From an optimization exercise on the open Yosys and OpenROAD flow, aimed at small area and a short achievable clock period; shortcuts taken in it are not production practice. RTL that was checked went through simulation tests only; none was proved equivalent to the original. The flow treats the clock pin as an ideal source. Dropping or thinning the clock tree relies on that and would not hold on a real chip. Power figures rest on the tool's default switching activity, not on a simulated workload.

Setup of the baseline:
Design fifo_module, start of the top module:
module fifo_module #(
    parameter WIDTH = 8,
    parameter DEPTH = 16,
    parameter ADDR_WIDTH = 4
) (
    input clk,
    input rst,
    input [WIDTH-1:0] data_in,
    input write_enable,
    input read_enable,
    output reg [WIDTH-1:0] data_out,
    output reg full,
    output reg empty
);
clock: 4.0 ns
lec_check: 0
cap_margin: 20
core_margin: 2
core_utilization: 60
setup_slack_margin: 2.55
slew_margin: 20
synth_hierarchical: 1
synth_minimum_keep_size: 0
standard.sh (not shown) runs the stock make flow with config.mk's settings and CLKGATE_MAP_FILE= SYNTH_SCRIPT=/design/flow/synth_recipe.tcl, a recipe that flattens the netlist after the stock synthesis.
==> flow/flow/run.sh <==
#!/bin/bash
# The standard layout, with three changes: port buffers of a fixed small
# cell, every cell downsized after floorplanning (the repair steps size up
# what needs it), and a clock tree built by hand in place of the tool's.
set -euo pipefail
FLOW_DIR=$(cd "$(dirname "${BASH_SOURCE[0]}")" && pwd)
export BUFFER_PORTS_ARGS="-buffer_cell sky130_fd_sc_hd__buf_2"
export POST_FLOORPLAN_TCL=$FLOW_DIR/downsize.tcl
export PRE_CTS_TCL=$FLOW_DIR/cts_pre.tcl
bash standard.sh > standard.log 2>&1
==> flow/flow/cts_pre.tcl <==
# Build the clock tree by hand (see manual_cts.tcl) and skip the tool's own:
# the clock port drives four inverters, each driving one inverter that
# drive the flip-flops.
source [file join [file dirname [info script]] manual_cts.tcl]
fm_manual_cts2 {{4 sky130_fd_sc_hd__inv_4} {4 sky130_fd_sc_hd__inv_16}}
proc clock_tree_synthesis {args} { puts "clock_tree_synthesis skipped: tree built by hand" }
# The tool would clone each clock inverter next to every flip-flop it drives.
proc repair_clock_inverters {args} { puts "repair_clock_inverters skipped: tree built by hand" }
Other scripts of this flow, unchanged in this note and not shown: flow/flow/downsize.tcl, flow/flow/manual_cts.tcl
Per the final summary, the baseline finished and its layout is clean on timing, DRC and antenna.
For the candidate, these inputs were changed with respect to the baseline:
==> flow/flow/cts_pre.tcl <==
# Build the clock tree by hand (see manual_cts.tcl) and skip the tool's own:
# the clock port drives four inverters, each driving two inverters that
# drive the flip-flops.
source [file join [file dirname [info script]] manual_cts.tcl]
fm_manual_cts2 {{4 sky130_fd_sc_hd__clkinv_2} {8 sky130_fd_sc_hd__clkinv_4}}
proc clock_tree_synthesis {args} { puts "clock_tree_synthesis skipped: tree built by hand" }
# The tool would clone each clock inverter next to every flip-flop it drives.
proc repair_clock_inverters {args} { puts "repair_clock_inverters skipped: tree built by hand" }
==> comparison <==
- In the reports for the baseline and the candidate, the smaller shortest period the worst path allows belongs to the candidate.
- The candidate reports a lower core utilization than the baseline does.
- Per the comparison of the candidate with the baseline, clock skew +0.012 ns; detailed-route wire length moved down.
- Looking at post-layout worst setup margin across the baseline and the candidate, the one that comes out lower is the baseline.
- The candidate vs. the baseline: fmax went up by 30 MHz; largest stage delay on the critical path was more or less identical; number of instances resized during post-cts repair went down by 1.
- Compared with the baseline, in the candidate area added between synthesis and finish now smaller; via count of the first global-routing pass went up by 65.
Function was not checked in any run of this note: the RTL went through the layout flow alone. In every run of this note, the design's own scripts or RTL, not TritonCTS, make the clock network.

## cedar
fifo_module, a different RTL version from the one above (not shown whole).
Size in the first run: ~330 cells after synthesis, ~150 flip-flops.
// fifo_module
module fifo_module #(
    parameter WIDTH = 8,
    parameter DEPTH = 16,
    parameter ADDR_WIDTH = 4
) (
    input clk,
    input rst,
    input [WIDTH-1:0] data_in,
    input write_enable,
    input read_enable,
    output reg [WIDTH-1:0] data_out,
    output reg full,
    output reg empty
);
reg [WIDTH-1:0] mem_n [0:DEPTH-1];    
reg [3:0] lo_n, hi_n;                 
reg full_q, empty_q;                  
wire [3:0] lo_d, hi_d;
wire empty_d, full_d, dout_en;
wire [DEPTH-1:0] mem_en;
fm_ctrl u_ctrl (
    .we(write_enable), .re(read_enable), .rst(rst),
    .lo_n(lo_n), .hi_n(hi_n), .empty(empty_q), .full(full_q),
    .lo_d(lo_d), .hi_d(hi_d), .empty_d(empty_d), .full_d(full_d),
    .dout_en(dout_en)
);
always @(posedge clk) begin
    lo_n    <= lo_d;
    hi_n    <= hi_d;
    empty_q <= empty_d;
    full_q  <= full_d;
    empty   <= empty_d;
    full    <= full_d;
end
wire [WIDTH-1:0] din_n;
genvar k, b;
generate
    for (b = 0; b < WIDTH; b = b + 1) begin : g_din
        fm_inv u_inv (.a(data_in[b]), .y(din_n[b]));
    end
    for (k = 0; k < DEPTH; k = k + 1) begin : g_wen
        fm_nor2b u_en (.a(full_q), .b_n(write_enable), .y(mem_en[k]));
    end
endgenerate
always @(posedge clk) begin
    if (mem_en[0])
        mem_n[0] <= din_n;
end
generate
    for (k = 1; k < DEPTH; k = k + 1) begin : g_shift
        always @(posedge clk) begin
            if (mem_en[k])
                mem_n[k] <= mem_n[k-1];
        end
    end
endgenerate
wire [DEPTH-1:0] sel;
generate
    for (k = 0; k < DEPTH; k = k + 1) begin : g_sel
        fm_nor2 u_sel (.a(lo_n[k % 4]), .b(hi_n[k / 4]), .y(sel[k]));
    end
endgenerate
wire [WIDTH-1:0] oldest, dout_d;
generate
    for (b = 0; b < WIDTH; b = b + 1) begin : g_rd
        wire [7:0] t;
        wire [1:0] z;
        for (k = 0; k < 8; k = k + 1) begin : g_t
            fm_a22oi u_t (.a1(sel[2*k]), .a2(mem_n[2*k][b]), .b1(sel[2*k+1]), .b2(mem_n[2*k+1][b]), .y(t[k]));
        end
        fm_nand4 u_z0 (.a(t[0]), .b(t[1]), .c(t[2]), .d(t[3]), .y(z[0]));
        fm_nand4 u_z1 (.a(t[4]), .b(t[5]), .c(t[6]), .d(t[7]), .y(z[1]));
        fm_nor2 u_o (.a(z[0]), .b(z[1]), .y(oldest[b]));
  ...
==> flow/config.mk <==
export PLATFORM = sky130hd
export DESIGN_NAME = fifo_module
export DESIGN_NICKNAME = fifo_module
export VERILOG_FILES = /design/flow/design.v
export SDC_FILE = /design/flow/constraint.sdc
export NUM_CORES = 4
export LEC_CHECK = 0
export CAP_MARGIN = 20
export CORE_MARGIN = 2
export CORE_UTILIZATION = 60
export SETUP_SLACK_MARGIN = 2.45
export SLEW_MARGIN = 20
export SYNTH_HIERARCHICAL = 1
export SYNTH_MINIMUM_KEEP_SIZE = 0
==> flow/constraint.sdc <==
create_clock -name core_clock -period 4.0 [get_ports {clk}]
set_input_delay 0.8000 -clock core_clock [delete_from_list [all_inputs] [get_ports {clk}]]
set_output_delay 0.8000 -clock core_clock [all_outputs]
set_load 0.01 [all_outputs]
==> flow/flow/run.sh <==
#!/bin/bash
# The standard layout, with four changes: port buffers of a fixed small
# cell, every cell downsized after floorplanning (the repair steps size up
# what needs it), a clock tree built by hand in place of the tool's, and an
# area recovery after the timing repair of global routing.
set -euo pipefail
FLOW_DIR=$(cd "$(dirname "${BASH_SOURCE[0]}")" && pwd)
export BUFFER_PORTS_ARGS="-buffer_cell sky130_fd_sc_hd__buf_2"
export POST_FLOORPLAN_TCL=$FLOW_DIR/downsize.tcl
export PRE_CTS_TCL=$FLOW_DIR/cts_pre.tcl
export PRE_GLOBAL_ROUTE_TCL=$FLOW_DIR/grt_pre.tcl
bash standard.sh > standard.log 2>&1
==> flow/flow/recover.tcl <==
# Area recovery: try each cell at a smaller drive strength, biggest saving
# first, and keep the change when the worst setup slack stays at or above
# what it was, the paths through the cell keep a guard band of slack above
# that (routing changes the parasitics a little) and no max-slew or
# max-capacitance violation appears.
set fm_recover_guard 0.1
proc fm_family_sizes {cell} {
  # cells of the same function as cell, smallest area first
  if {![regexp {^(sky130_fd_sc_hd__[a-z0-9]+)_([0-9]+)$} $cell -> base drive]} { return {} }
  set sizes {}
  foreach lc [get_lib_cells */${base}_*] {
    set name [get_name $lc]
    if {![regexp "^${base}_\[0-9\]+\$" $name]} { continue }
    if {[get_property $lc dont_use]} { continue }
    lappend sizes [list $name [get_property $lc area]]
  }
  return [lsort -real -index 1 $sizes]
}

proc fm_inst_slack {inst} {
  set w 1e9
  foreach pin [get_pins -of_objects $inst] {
    foreach s [get_property $pin slack_max] {
      if {$s ne "" && $s ne "INF" && $s < $w} { set w $s }
    }
  }
  return $w
}

proc fm_recover_area {} {
  global fm_recover_guard
  set target [expr {[sta::worst_slack -max] - 0.002}]
  set slew0 [sta::max_slew_violation_count]
  set cap0 [sta::max_capacitance_violation_count]
  set cands {}
  foreach inst [get_cells *] {
    set name [get_name $inst]
    # leave the hand-built clock tree alone
    if {[string match clk_l* $name]} { continue }
    set lc [get_lib_cells -quiet -of_objects $inst]
    if {$lc eq "" || $lc eq "NULL"} { continue }
    set cell [get_name $lc]
    set area [get_property $lc area]
    set smaller {}
    foreach s [fm_family_sizes $cell] {
      if {[lindex $s 1] < $area} { lappend smaller $s }
    }
    if {[llength $smaller] == 0} { continue }
    lappend cands [list $inst $cell [expr {$area - [lindex $smaller 0 1]}] $smaller]
  }
  set saved 0.0
  set n 0
  foreach c [lsort -real -decreasing -index 2 $cands] {
    lassign $c inst cell gain smaller
    set area [get_property [get_lib_cells */$cell] area]
    foreach s $smaller {
      replace_cell $inst [get_lib_cells */[lindex $s 0]]
      if {[sta::worst_slack -max] >= $target
          && [fm_inst_slack $inst] >= $target + $fm_recover_guard
          && [sta::max_slew_violation_count] <= $slew0
          && [sta::max_capacitance_violation_count] <= $cap0} {
        set saved [expr {$saved + $area - [lindex $s 1]}]
        incr n
        break
      }
      replace_cell $inst [get_lib_cells */$cell]
    }
  }
  puts [format "fm_recover_area: %d cells downsized, %.1f um2 saved, worst slack %.3f (target %.3f)" \
    $n $saved [sta::worst_slack -max] $target]
}
Other scripts of this flow, unchanged in this note and not shown: flow/flow/cts_pre.tcl, flow/flow/downsize.tcl, flow/flow/grt_pre.tcl, flow/flow/manual_cts.tcl
cedar: it failed with a tool error in global routing (5_1_grt), so there are no final results.
Setup changes, cedar to willow
-- flow/flow/recover.tcl --
<<< cedar, line 3
# what it was, the paths through the cell keep a guard band of slack above
# that (routing changes the parasitics a little) and no max-slew or
# max-capacitance violation appears.
set fm_recover_guard 0.1
>>> willow, line 3
# what it was and no max-slew or max-capacitance violation appears.
<<< cedar, line 20
proc fm_inst_slack {inst} {
  set w 1e9
  foreach pin [get_pins -of_objects $inst] {
    foreach s [get_property $pin slack_max] {
      if {$s ne "" && $s ne "INF" && $s < $w} { set w $s }
    }
  }
  return $w
}

>>> willow, line 17
<<< cedar, line 31
  global fm_recover_guard
>>> willow, line 18
<<< cedar, line 59
          && [fm_inst_slack $inst] >= $target + $fm_recover_guard
>>> willow, line 45
Notes after the runs:
Diff cedar..willow | chip width | unchanged
Re multiplexer share of the synthesized area: no difference whatsoever between cedar and willow.
willow went all the way through synthesis, placement and routing and the layout is clean on timing, DRC and antenna.
Reported for willow and cedar, post-synthesis compound-gate area fraction turned out identical to the last digit.
Total of hold buffers inserted after clock tree synthesis came out exactly the same in willow and cedar.
Diff willow..cedar | count of buffers from port buffering | unchanged
cedar -> willow: count of mapped cells out of synthesis delta 0, exact match
As far as starting utilization of the core area goes, willow and cedar are indistinguishable; the numbers are identical.
## Diff of input files: ember against willow
-- flow/flow/recover.tcl --
<<< willow, line 3
# what it was and no max-slew or max-capacitance violation appears.
>>> ember, line 3
# what it was, the paths through the cell keep a guard band of slack above
# that (routing changes the parasitics a little) and no max-slew or
# max-capacitance violation appears.
set ::fm_recover_guard 0.1
<<< willow, line 17
>>> ember, line 20
proc fm_inst_slack {inst} {
  set w 1e9
  foreach pin [get_pins -of_objects $inst] {
    foreach s [get_property $pin slack_max] {
      if {$s ne "" && $s ne "INF" && $s < $w} { set w $s }
    }
  }
  return $w
}

<<< willow, line 18
>>> ember, line 31
  global fm_recover_guard
<<< willow, line 45
>>> ember, line 59
          && [fm_inst_slack $inst] >= $target + $fm_recover_guard
## What came out
- Against willow, sum of internal, switching and leakage power in ember rose slightly.
- Min clock period minus final worst setup slack across willow and ember: ember
- Per the comparison of ember with willow, per-cell via count in the routed design increased by 0.048 relative to the old numbers; cell area after layout increased by about 1.5% relative to the old numbers; ratio of final minimum period to clock period decreased by 1.9 points relative to the old numbers; combinational share of power increased by 0.6 points relative to the old numbers; overall routed net length decreased by 0.39% relative to the old numbers.
- Area growth from synthesis to layout was lower in willow than in ember.
- Of willow and ember, the higher timing-limited maximum frequency belongs to ember.
- Per the comparison of ember with willow, HPWL after detailed placement now sits at about the same level, area used by multi-input combinational logic went up by 4.0%.
The following lists how yarrow was set up differently from ember:
Settings: SETUP_SLACK_MARGIN now 2.55, was 2.45.
Findings:
Worst slack at placement on yarrow is up relative to ember.
In the metrics for ember and yarrow, the one carrying the lower overall power of the completed layout is ember.
Power spent charging and discharging nets grows by a few percent when moving from ember to yarrow.
In the reports for ember and yarrow, the larger share of cells above drive strength 1 belongs to yarrow.
Route | yarrow vs ember | wire longer in yarrow
From ember to yarrow the numbers moved as follows: design area now larger; global-route usage now larger; minimum period implied by the final worst setup slack now larger; setup slack now smaller.
From ember to yarrow, synthesized cell area did not move at all.
Measured against each other, ember and yarrow differ in final period utilization, the lower figure coming from ember.
yarrow reports its start point of the critical path as lo_n[2]$_DFF_P_ while ember reports write_enable.
The clock cells of willow, ember and yarrow come from the design's own scripts or RTL, not from TritonCTS.

Setup of garnet:
Another version of the RTL of fifo_module (not shown whole).
For scale: about 350 cells after synthesis, about 150 flip-flops, roughly 22 I/O pins, ~6000 sq um of cells after synthesis.
==> flow/config.mk <==
export PLATFORM = sky130hd
export DESIGN_NAME = fifo_module
export DESIGN_NICKNAME = fifo_module
export VERILOG_FILES = /design/flow/design.v
export SDC_FILE = /design/flow/constraint.sdc
export NUM_CORES = 4
export LEC_CHECK = 0
export CAP_MARGIN = 20
export CORE_MARGIN = 2
export CORE_UTILIZATION = 60
export SETUP_SLACK_MARGIN = 2.6
export SLEW_MARGIN = 20
export SYNTH_HIERARCHICAL = 1
export SYNTH_MINIMUM_KEEP_SIZE = 0
==> flow/constraint.sdc <==
create_clock -name core_clock -period 4.0 [get_ports {clk}]
set_input_delay 0.8000 -clock core_clock [delete_from_list [all_inputs] [get_ports {clk}]]
set_output_delay 0.8000 -clock core_clock [all_outputs]
set_load 0.01 [all_outputs]
==> flow/flow/run.sh <==
#!/bin/bash
# The standard layout, with three changes: port buffers of a fixed small
# cell, every cell downsized after floorplanning (the repair steps size up
# what needs it), and a clock tree built by hand in place of the tool's.
set -euo pipefail
FLOW_DIR=$(cd "$(dirname "${BASH_SOURCE[0]}")" && pwd)
export BUFFER_PORTS_ARGS="-buffer_cell sky130_fd_sc_hd__buf_2"
export POST_FLOORPLAN_TCL=$FLOW_DIR/downsize.tcl
export PRE_CTS_TCL=$FLOW_DIR/cts_pre.tcl
bash standard.sh > standard.log 2>&1
Other scripts of this flow, unchanged in this note and not shown: flow/flow/cts_pre.tcl, flow/flow/downsize.tcl, flow/flow/manual_cts.tcl
Changes in onyx relative to garnet:
- SETUP_SLACK_MARGIN changed from 2.6 to 2.5
==> run notes <==
onyx and garnet ended up with nearly the same clock power.
Diff garnet -> onyx: register fraction of the total cell area now sits higher; power consumption now sits lower; post-route fraction of the period consumed by the critical path now sits lower; post-route standard cell area excluding fillers now sits lower; count of buffer and inverter cells on the critical path now sits higher.
Worst setup path endpoint: hi_n[0] -> onyx, hi_n[3] -> garnet
No functional check of the RTL was part of any run of this note. No run of this note takes its clock network from TritonCTS; it comes from the design's own scripts or RTL.

RTL: one of the versions met above, not the one the previous note started from.
Size: about 22 I/O pins, ~0.0060 mm2 of cells after synthesis.
==> flow/design.v (excerpt) <==
module fifo_module #(
    parameter WIDTH = 8,
    parameter DEPTH = 16,
    parameter ADDR_WIDTH = 4
) (
    input clk,
    input rst,
    input [WIDTH-1:0] data_in,
    input write_enable,
    input read_enable,
    output reg [WIDTH-1:0] data_out,
    output reg full,
    output reg empty
);
==> flow/config.mk <==
export PLATFORM = sky130hd
export DESIGN_NAME = fifo_module
export DESIGN_NICKNAME = fifo_module
export VERILOG_FILES = /design/flow/design.v
export SDC_FILE = /design/flow/constraint.sdc
export NUM_CORES = 4
export LEC_CHECK = 0
export CAP_MARGIN = 20
export CORE_MARGIN = 2
export CORE_UTILIZATION = 60
export SETUP_SLACK_MARGIN = 2.45
export SLEW_MARGIN = 20
export SYNTH_HIERARCHICAL = 1
export SYNTH_MINIMUM_KEEP_SIZE = 0
==> flow/constraint.sdc <==
create_clock -name core_clock -period 4.0 [get_ports {clk}]
set_input_delay 0.8000 -clock core_clock [delete_from_list [all_inputs] [get_ports {clk}]]
set_output_delay 0.8000 -clock core_clock [all_outputs]
set_load 0.01 [all_outputs]
==> flow/flow/cts_pre.tcl <==
# Build the clock tree by hand (see manual_cts.tcl) and skip the tool's own:
# the clock port drives four inverters, each driving two inverters that
# drive the flip-flops.
source [file join [file dirname [info script]] manual_cts.tcl]
fm_manual_cts2 {{4 sky130_fd_sc_hd__clkinv_2} {8 sky130_fd_sc_hd__clkinv_4}}
proc clock_tree_synthesis {args} { puts "clock_tree_synthesis skipped: tree built by hand" }
# The tool would clone each clock inverter next to every flip-flop it drives.
proc repair_clock_inverters {args} { puts "repair_clock_inverters skipped: tree built by hand" }
Scripts as last shown in full above: flow/flow/run.sh
Other scripts of this flow, unchanged in this note and not shown: flow/flow/downsize.tcl, flow/flow/manual_cts.tcl
Rerun with:
==> flow/flow/cts_pre.tcl (replaced) <==
# Build the clock tree by hand (see manual_cts.tcl) and skip the tool's own:
# the clock port drives four inverters, each driving one inverter that
# drive the flip-flops.
source [file join [file dirname [info script]] manual_cts.tcl]
fm_manual_cts2 {{4 sky130_fd_sc_hd__inv_4} {4 sky130_fd_sc_hd__inv_16}}
proc clock_tree_synthesis {args} { puts "clock_tree_synthesis skipped: tree built by hand" }
# The tool would clone each clock inverter next to every flip-flop it drives.
proc repair_clock_inverters {args} { puts "repair_clock_inverters skipped: tree built by hand" }
Settings changed: SETUP_SLACK_MARGIN 2.45 to 2.5.
Wire length rises by 0.93%.
Combinational power went up by 11%.
Die area stays the same.
Power rose by 4.1%.
Final cell count stays the same.
Synthesized cell count does not change.
Design area goes up by 1.5%.
Global-route usage goes up by 0.23 points.
Worst setup slack got worse by 0.069 ns.
Sequential power is about the same.
No run of this note takes its clock network from TritonCTS; it comes from the design's own scripts or RTL.

==> afterwards: timing with drivers on the ports <==
In the flow no input, the clock included, has a driving cell. The finished layouts below were timed again as built, in two steps.
Step 1: set_driving_cell puts a clkbuf_16 on clk and a buf_2 on each other input, an assumption about the parent block.
Step 2 adds t to the input delays and takes it off the output delays; t is the mean of the earliest and latest rising clock arrival at the registers after step 1. Input paths then give back, and output paths get back, about the clock's delay inside the block.
Slacks: no drivers / after step 1 / after step 2; pairs: no drivers / after step 1.
| run | t, ns | setup slack, ns | hold slack, ns | slew at the worst register clock pin (ns) | worst data-port slew with drivers (ns) |
|---|---|---|---|---|---|
| the baseline | 0.237 | 2.422 / 2.396 / 2.159 | 0.456 / 0.456 / 0.456 | 0.11 / 0.11 | 0.12 |
| the candidate | 0.295 | 2.494 / 2.431 / 2.213 | 0.446 / 0.446 / 0.446 | 0.12 / 0.12 | 0.06 |
| willow | 0.283 | 2.405 / 2.382 / 2.145 | 0.454 / 0.454 / 0.454 | 0.12 / 0.12 | 0.05 |
| ember | 0.284 | 2.480 / 2.410 / 2.219 | 0.456 / 0.456 / 0.456 | 0.11 / 0.11 | 0.05 |
| yarrow | 0.289 | 2.448 / 2.436 / 2.222 | 0.446 / 0.446 / 0.446 | 0.12 / 0.12 | 0.08 |
| garnet | 0.228 | 2.358 / 2.337 / 2.109 | 0.452 / 0.452 / 0.452 | 0.10 / 0.10 | 0.13 |
| onyx | 0.228 | 2.373 / 2.414 / 2.186 | 0.449 / 0.449 / 0.449 | 0.10 / 0.10 | 0.06 |
| the first run of note 4 | 0.285 | 2.480 / 2.410 / 2.217 | 0.455 / 0.455 / 0.455 | 0.12 / 0.12 | 0.05 |
| the second run of note 4 | 0.236 | 2.410 / 2.444 / 2.219 | 0.459 / 0.459 / 0.459 | 0.11 / 0.11 | 0.06 |
After both steps every run listed still meets setup and hold. The setup slack of the candidate, which loses most, moves by -0.063 ns with the drivers and by -0.281 ns with both steps.
